Source: an optimization exercise on an open RTL-to-GDS flow (aim: small area, a short achievable clock period and few clock cycles per item). Production flows keep margins and buffers that such runs may drop.
In this exercise RTL edits were held to simulation tests only and were not proved equivalent to the original.

## flow/design.v (module list and top-level ports; edited modules follow where they fit)
// module fa: 4 lines
// module ha: 4 lines
// module reciprocal: 38 lines
// module imc: 1551 lines
module imc
  #(parameter INPUT_W = 16,
    parameter OUTPUT_W = 16)
(
    input  logic                   clk,
    input  logic                   rst_n,
    input  logic                   start,
    input  logic [INPUT_W-1:0]     aIn,
    input  logic [INPUT_W-1:0]     bIn,
    input  logic [INPUT_W-1:0]     cIn,
    input  logic [INPUT_W-1:0]     dIn,
    output logic                   ready,
    output logic [OUTPUT_W-1:0]    aOut,
    output logic [OUTPUT_W-1:0]    bOut,
    output logic [OUTPUT_W-1:0]    cOut,
    output logic [OUTPUT_W-1:0]    dOut,
    output logic                   aOut_sign,
    output logic                   bOut_sign,
    output logic                   cOut_sign,
    output logic                   dOut_sign
);
  // ...
==> flow/flow/run.sh <==
#!/bin/bash
# The standard layout (the standard.sh, all ORFS steps from synthesis
# to finish), except that buffer_ports puts a buf_2 on every input and
# output port instead of the cell it picks on its own (a slow delay cell,
# clkdlybuf4s50_1). Timing repair still resizes port buffers as it needs.
# make's output goes to flow_make.log; ORFS keeps each step's log under
# orfs/logs.
set -euo pipefail
bash standard.sh "BUFFER_PORTS_ARGS=-buffer_cell sky130_fd_sc_hd__buf_2" finish > flow_make.log 2>&1
==> flow/standard.sh <==
#!/bin/bash
# synth_recipe.tcl (not shown) runs the flow's synth.tcl, then flattens the netlist and writes it again
# the make line also repeats each setting of config.mk as NAME=value (left out here)
make -C /OpenROAD-flow-scripts/flow DESIGN_CONFIG=/design/flow/config.mk WORK_HOME=/design/flow/orfs CLKGATE_MAP_FILE= SYNTH_SCRIPT=/design/flow/synth_recipe.tcl "${@:-finish}"
==> flow/config.mk <==
export PLATFORM = sky130hd
export DESIGN_NAME = imc
export DESIGN_NICKNAME = imc
export VERILOG_FILES = /design/flow/design.v
export SDC_FILE = /design/flow/constraint.sdc
export NUM_CORES = 4
export LEC_CHECK = 0
export CAP_MARGIN = 20
export CORE_MARGIN = 2
export CORE_UTILIZATION = 60
export PLACE_DENSITY = 0.75
export SETUP_SLACK_MARGIN = 3
export SLEW_MARGIN = 20
export SYNTH_HIERARCHICAL = 1
==> flow/constraint.sdc <==
create_clock -name core_clock -period 11.0 [get_ports {clk}]
set_input_delay 2.2000 -clock core_clock [delete_from_list [all_inputs] [get_ports {clk}]]
set_output_delay 2.2000 -clock core_clock [all_outputs]
set_load 0.01 [all_outputs]
==> reports/results.md, run 1 <==
• **status** complete, no violations
• **number of cells upsized or downsized after cts** 42
• **violation count after the first detailed-route iteration** 1704
• **sequential fraction of total cell area** 0.0589
• **crit path launch type** input port
• **leading cell types by total area after synthesis** sky130_fd_sc_hd__fa_1, sky130_fd_sc_hd__nand2_1, sky130_fd_sc_hd__edfxtp_1, sky130_fd_sc_hd__ha_1, sky130_fd_sc_hd__xnor2_1
• **share of Yosys cell area claimed by the top area cell type** 0.545
• **critical-path maximum fanout** 18
• **global route overflow** 0
• **syn avg cell area** 9.80 µm²
• **fraction of area in multi-input gates** 0.836
• **post-route core utilization** 0.650
• **pin count of the biggest net entering global routing** 44
• **setup repair after global routing missed its margin** yes
• **cell type group with the largest total delay on the critical path** adder cells
• **vertical die dimension** 190 µm
• **number of sinks handled by clock tree synthesis** 44
• **total track usage** 0.317
• **maxcap violations** 0
• **DRC viols** 0
• **Post-Syn Instances** 2127
• **GRT busiest layer** met2
• **CP dominant cell by count** sky130_fd_sc_hd__fa_1
• **post-DR vias/cell** 6.20
• **port buffer count** 135
• **total negative slack** 0 ns
• **commonest cells after routing, fill and taps aside** sky130_fd_sc_hd__nand2_1, sky130_fd_sc_hd__fa_1, sky130_fd_sc_hd__inv_1, sky130_fd_sc_hd__ha_1, sky130_fd_sc_hd__buf_2
• **cell area after layout** 0.0223 mm²
• **floorplan core area** 0.0344 mm²
• **Signal inverters** 94
• **top layer used by detailed routing** met4
Testbench counts, summed over its fixed seeds: cycles 3,200, items 3,200.
==> inputs of run 2 (changes only) <==
--- a/flow/design.v
+++ b/flow/design.v
@@ -1165,41 +1165,44 @@
   logic        up0, up1;
   assign dvw = dxv[16:4];
   assign yvw = dyv[16:4];
   assign pw  = dvw ^ yvw;
   assign up0 = (pw[16:5] == (dvw[15:4] | yvw[15:4]));
   assign up1 = (~pw[16:5] == (dvw[15:4] & yvw[15:4]));
   logic        ready_r;
   logic [4:0]  lo_r;        
-  logic        inrange_r, dsign_r;
+  logic        up0_r, up1_r, dsign_r;
   logic [7:0]  mA_r, mB_r, mC_r, mD_r;
   logic        sA_r, sB_r, sC_r, sD_r;
   always_ff @(posedge clk or negedge rst_n) begin
     if (!rst_n) ready_r <= 1'b0;
     else        ready_r <= 1'b1;
   end
   always_ff @(posedge clk) begin
     if (start) begin
       lo_r    <= diff[4:0];
-      inrange_r <= diff[4] ? up1 : up0;
+      up0_r   <= up0;
+      up1_r   <= up1;
       dsign_r <= det_sign;
       mA_r <= mA;
       mB_r <= mB;
       mC_r <= mC;
       mD_r <= mD;
       sA_r <= dIn[15];
       sB_r <= bIn != 16'd0;
       sC_r <= cIn != 16'd0;
       sD_r <= aIn[15];
     end
   end
+  logic        inrange;
   logic [8:0]  r, rlut;
+  assign inrange = lo_r[4] ? up1_r : up0_r;
   reciprocal u_recip (.x(lo_r), .y(rlut));
-  assign r = {9{inrange_r}} & rlut;
+  assign r = {9{inrange}} & rlut;
   logic [13:0] oax, oay, obx, oby, ocx, ocy, odx, ody;
   wire oa_1, oa_2;
   fa u_oa_1 (.a(~(mA_r[0] & r[4])), .b(~(mA_r[1] & r[3])), .c(1'b1), .s(oa_1), .co(oa_2));
   wire oa_3, oa_4;
   fa u_oa_3 (.a(~(mA_r[1] & r[4])), .b(~(mA_r[2] & r[3])), .c(~(mA_r[3] & r[2])), .s(oa_3), .co(oa_4));
   wire oa_5, oa_6;
   fa u_oa_5 (.a(~(mA_r[4] & r[1])), .b(~(mA_r[5] & r[0])), .c(1'b1), .s(oa_5), .co(oa_6));
   wire oa_7, oa_8;
==> flow/config.mk (replaced) <==
export PLATFORM = sky130hd
export DESIGN_NAME = imc
export DESIGN_NICKNAME = imc
export VERILOG_FILES = /design/flow/design.v
export SDC_FILE = /design/flow/constraint.sdc
export NUM_CORES = 4
export LEC_CHECK = 0
export CAP_MARGIN = 20
export CORE_MARGIN = 2
export CORE_UTILIZATION = 60
export GPL_ROUTABILITY_DRIVEN = 0
export SETUP_SLACK_MARGIN = 3
export SLEW_MARGIN = 20
export SYNTH_HIERARCHICAL = 1
==> run 2 against run 1 <==
Effect of this change: still clean; first-iteration DRC count fell by 11%; utilization fell by 0.96 points; worst hold slack got worse by 0.0065 ns; non-clock buffer count fell by 5; area after synthesis fell by 0.42%; via count fell by 3.3%; critical path depth fell by 3; sequential share of layout area rose by 0.24 points; critical path type unchanged.
==> reports/results.md, run 2 <==
• **status** complete, no violations
• **syn avg cell area** 9.88 µm², +0.86%
• **CP dominant cell by count** sky130_fd_sc_hd__fa_1
• **maxcap violations** 0, unchanged
• **global route overflow** 0, unchanged
• **maximum clock frequency** 125 MHz
• **number of clock buffers inserted by TritonCTS** 5
• **final standard cell count with taps included and fillers excluded** 2584
• **arrival time worst endpoint** 8.03 ns
• **Final setup violation count** 0
• **count of final max-slew check failures** 0
• **number of vias after detailed routing** 15700
• **crit path launch type** input port
• **biggest area consumer among synthesized cells** sky130_fd_sc_hd__fa_1
• **cell area after layout** 0.0219 mm², -1.7%
• **critical path required time** 11.04 ns
• **number of enable flip-flop cells after synthesis** 44
• **post-synth design cell area** 0.0208 mm²
• **number of global-route vias before repair** 17100
• **fin crit period** 7.99 ns
• **Placement Setup Slack** 2.29 ns
• **CTS root buf** sky130_fd_sc_hd__clkbuf_16
• **least setup slack across all paths after layout** 3.01 ns
• **CP max stage cell** sky130_fd_sc_hd__fa_1
• **floorplan core area** 0.0343 mm², -0.25%
• **DRC viols** 0, unchanged
• **count of hold-fix buffers inserted at cts** 0
• **pin count of the biggest net entering global routing** 45, +2.3%
• **count of boundary I/O pins** 136
• **number of hold-slack violations in the final timing report** 0
• **first-pass GRT wire length** 92100 µm
• **share of the clock period used by the worst path** 0.727
• **number of distinct library cells after synthesis** 66
• **Worst Max-Slew Pin Slew** 0.936 ns
• **port buffer count** 135, unchanged
• **total negative slack** 0 ns, unchanged
• **antenna violations before repair** 0
• **post-DR vias/cell** 6.06, -2.3%
• **final wirelength** 56300 µm
• **floorplan die area** 0.0361 mm²
• **most common cell after layout, fill and taps aside** sky130_fd_sc_hd__nand2_1
• **worst-path cell chain** buf_2, nand2_1, fa_1, fa_1, fa_1, fa_1, fa_1, fa_1, inv_1, fa_1, fa_1, fa_2, a21o_1, a21oi_2, nor2_1, o21ai_1, a211o_1, a21oi_1, xnor2_1
• **FP Rows** 68
• **Cell Count Post-Placement** 2562
• **Horiz. Die Dim** 190 µm
• **violation count after the first detailed-route iteration** 1521, -11%
• **CTS H-tree lvls** 2
• **number of synthesized register bits** 45
• **number of buffers on the longest clock path** 2
• **TritonCTS clock tree** built
• **final antenna diode count** 0
• **fraction of layout cells with a size suffix above 1** 0.103
• **most instantiated cells after synthesis** sky130_fd_sc_hd__nand2_1, sky130_fd_sc_hd__fa_1, sky130_fd_sc_hd__clkbuf_1, sky130_fd_sc_hd__ha_1, sky130_fd_sc_hd__inv_1
• **mean routed wirelength per cell** 21.8 µm
• **first drt pass iteration count** 7
• **most repeated cell in the gate-level netlist after synthesis** sky130_fd_sc_hd__nand2_1
• **antenna-violating nets left** 0
• **most used flip-flop cell after synthesis** sky130_fd_sc_hd__edfxtp_1
• **share of Yosys cell area claimed by the top area cell type** 0.547, +0.00230
• **fraction of registers with async set/reset** 0.0222
• **number of sinks handled by clock tree synthesis** 45, +2.3%
• **setup repair after global routing missed its margin** yes
• **yosys warns** 8
• **leading cell types by total area after synthesis** sky130_fd_sc_hd__fa_1, sky130_fd_sc_hd__nand2_1, sky130_fd_sc_hd__edfxtp_1, sky130_fd_sc_hd__ha_1, sky130_fd_sc_hd__xnor2_1
• **Placed Instance Area** 0.0215 mm²
• **vertical die dimension** 190 µm, -0.21%
• **slowest cell delay on critical path** 0.57 ns
• **critical path type** in -> reg
• **Layout Area Growth over Synthesis** 5.77%
• **effective utilization at floorplan** 0.605
• **total track usage** 0.330, +0.0130
• **final layout net count** 2856
• **worst rel slew slack** 0.376
• **commonest cells after routing, fill and taps aside** sky130_fd_sc_hd__nand2_1, sky130_fd_sc_hd__fa_1, sky130_fd_sc_hd__buf_2
• **total half-perimeter wirelength after legalization and detailed placement** 41100 µm
• **critical-path maximum fanout** 20, +2
• **kind of end point of the critical path** register
• **register area share after synthesis** 0.0649
• **Clock Pin Slew Worst Setup and Hold Paths** 0.06 ns
• **min-delay worst type** in -> async
• **Post-Syn Instances** 2100, -1.3%
## run 2: critical path: cells and delay by family
| kind | cells | cell delay (ns) |
|---|---|---|
| fa+ha+maj | 9 | 4.29 |
| compound gates | 5 | 0.67 |
| buf+inv | 2 | 0.49 |
| xor+xnor | 1 | 0.14 |
| simple gates | 2 | 0.22 |
## run 2: worst max path at each step
| stage | start | end |
|---|---|---|
| after floorplan | cIn[14] | dsign_r |
| after detailed placement | cIn[13] | dsign_r |
| final | aIn[8] | dsign_r |
| after global routing | bIn[0] | dsign_r |
| after global placement | cIn[14] | dsign_r |
| after CTS | cIn[14] | dsign_r |
## run 2: Yosys stat by module (local to each module, per instance)
module      area (µm²)  flops+latches  cells inside
fa                20.0              0             1
imc               9200             45          1482
reciprocal         399              0            55
ha                12.5              0             1
## run 2: cells by family after synthesis
logic type / count (synthesis) / share of synthesized area
mux: 3 / 0.00145
fa+ha+maj: 664 / 0.605
compound gates: 206 / 0.0719
buf+inv: 285 / 0.0555
other cells: 1 / 0.000181
xor+xnor: 82 / 0.0357
simple gates: 814 / 0.165
flops: 45 / 0.0649
## run 2: metal layers
| metal | share of wire | track usage | wire length [µm] | vias to the layer above |
|---|---|---|---|---|
| met3 | 0.081 | 0.0419 | 4560 | 92 |
| met4 | 0.021 | 0.0781 | 1170 | 0 |
| met2 | 0.49 | 0.549 | 27800 | 783 |
| li1 | - | - | - | 6631 |
| met5 | 0 | 0 | 0 | - |
| met1 | 0.40 | 0.467 | 22800 | 8160 |
## run 2: through the flow
step           hold WS [ns]  utilization
2_1_floorplan          1.90            -
3_3_place_gp           1.97        0.627
3_5_place_dp           1.98        0.627
4_1_cts                1.66        0.636
5_1_grt                1.67        0.640
6_report               1.67        0.640
## run 2: repair_timing
item / CTS / global route
endpoints found under the setup margin: 9 / 11
buffers inserted: 3 / 11
pin swaps: 3 / 4
resized for setup: 40 / 19
gates cloned: 0 / 0
## run 2: final cells by class
class | count | area [µm²]
clock buffers | 5 | 125
clock inverters | 3 | 17.5
fillers | 2894 | 12300
inverters | 93 | 349
multi-input cells | 1824 | 18500
flip-flops and latches | 45 | 1350
well taps | 455 | 569
repair buffers | 159 | 1010
Testbench counts of run 2, summed over its fixed seeds: cycles 3,200, items 3,200.

[afterwards: timing with drivers on the ports]
In the flow no input, the clock included, has a driving cell. The finished layouts below were timed again as built, in two steps. Step 1, drivers: a clkbuf_16 drives clk and a buf_2 each remaining input, both assumed. Step 2, shift: input delay + t, output delay - t, t = (earliest + latest rising clock arrival at the registers) / 2. This alone moves slack from input paths to output paths. Three values: no drivers, after step 1, after step 2; two values: the first two.
| run | t (ns) | slack for setup (ns) | worst slew at a driven data input, ns |
|---|---|---|---|
| run 1 | 0.322 | 2.907 / 2.893 / 2.571 | 0.07 |
| run 2 | 0.332 | 3.005 / 3.014 / 2.682 | 0.08 |
After both steps every run listed still meets setup and hold. For run 1, which loses most, drivers alone change the setup slack by -0.014 ns; drivers and shift together by -0.336 ns.
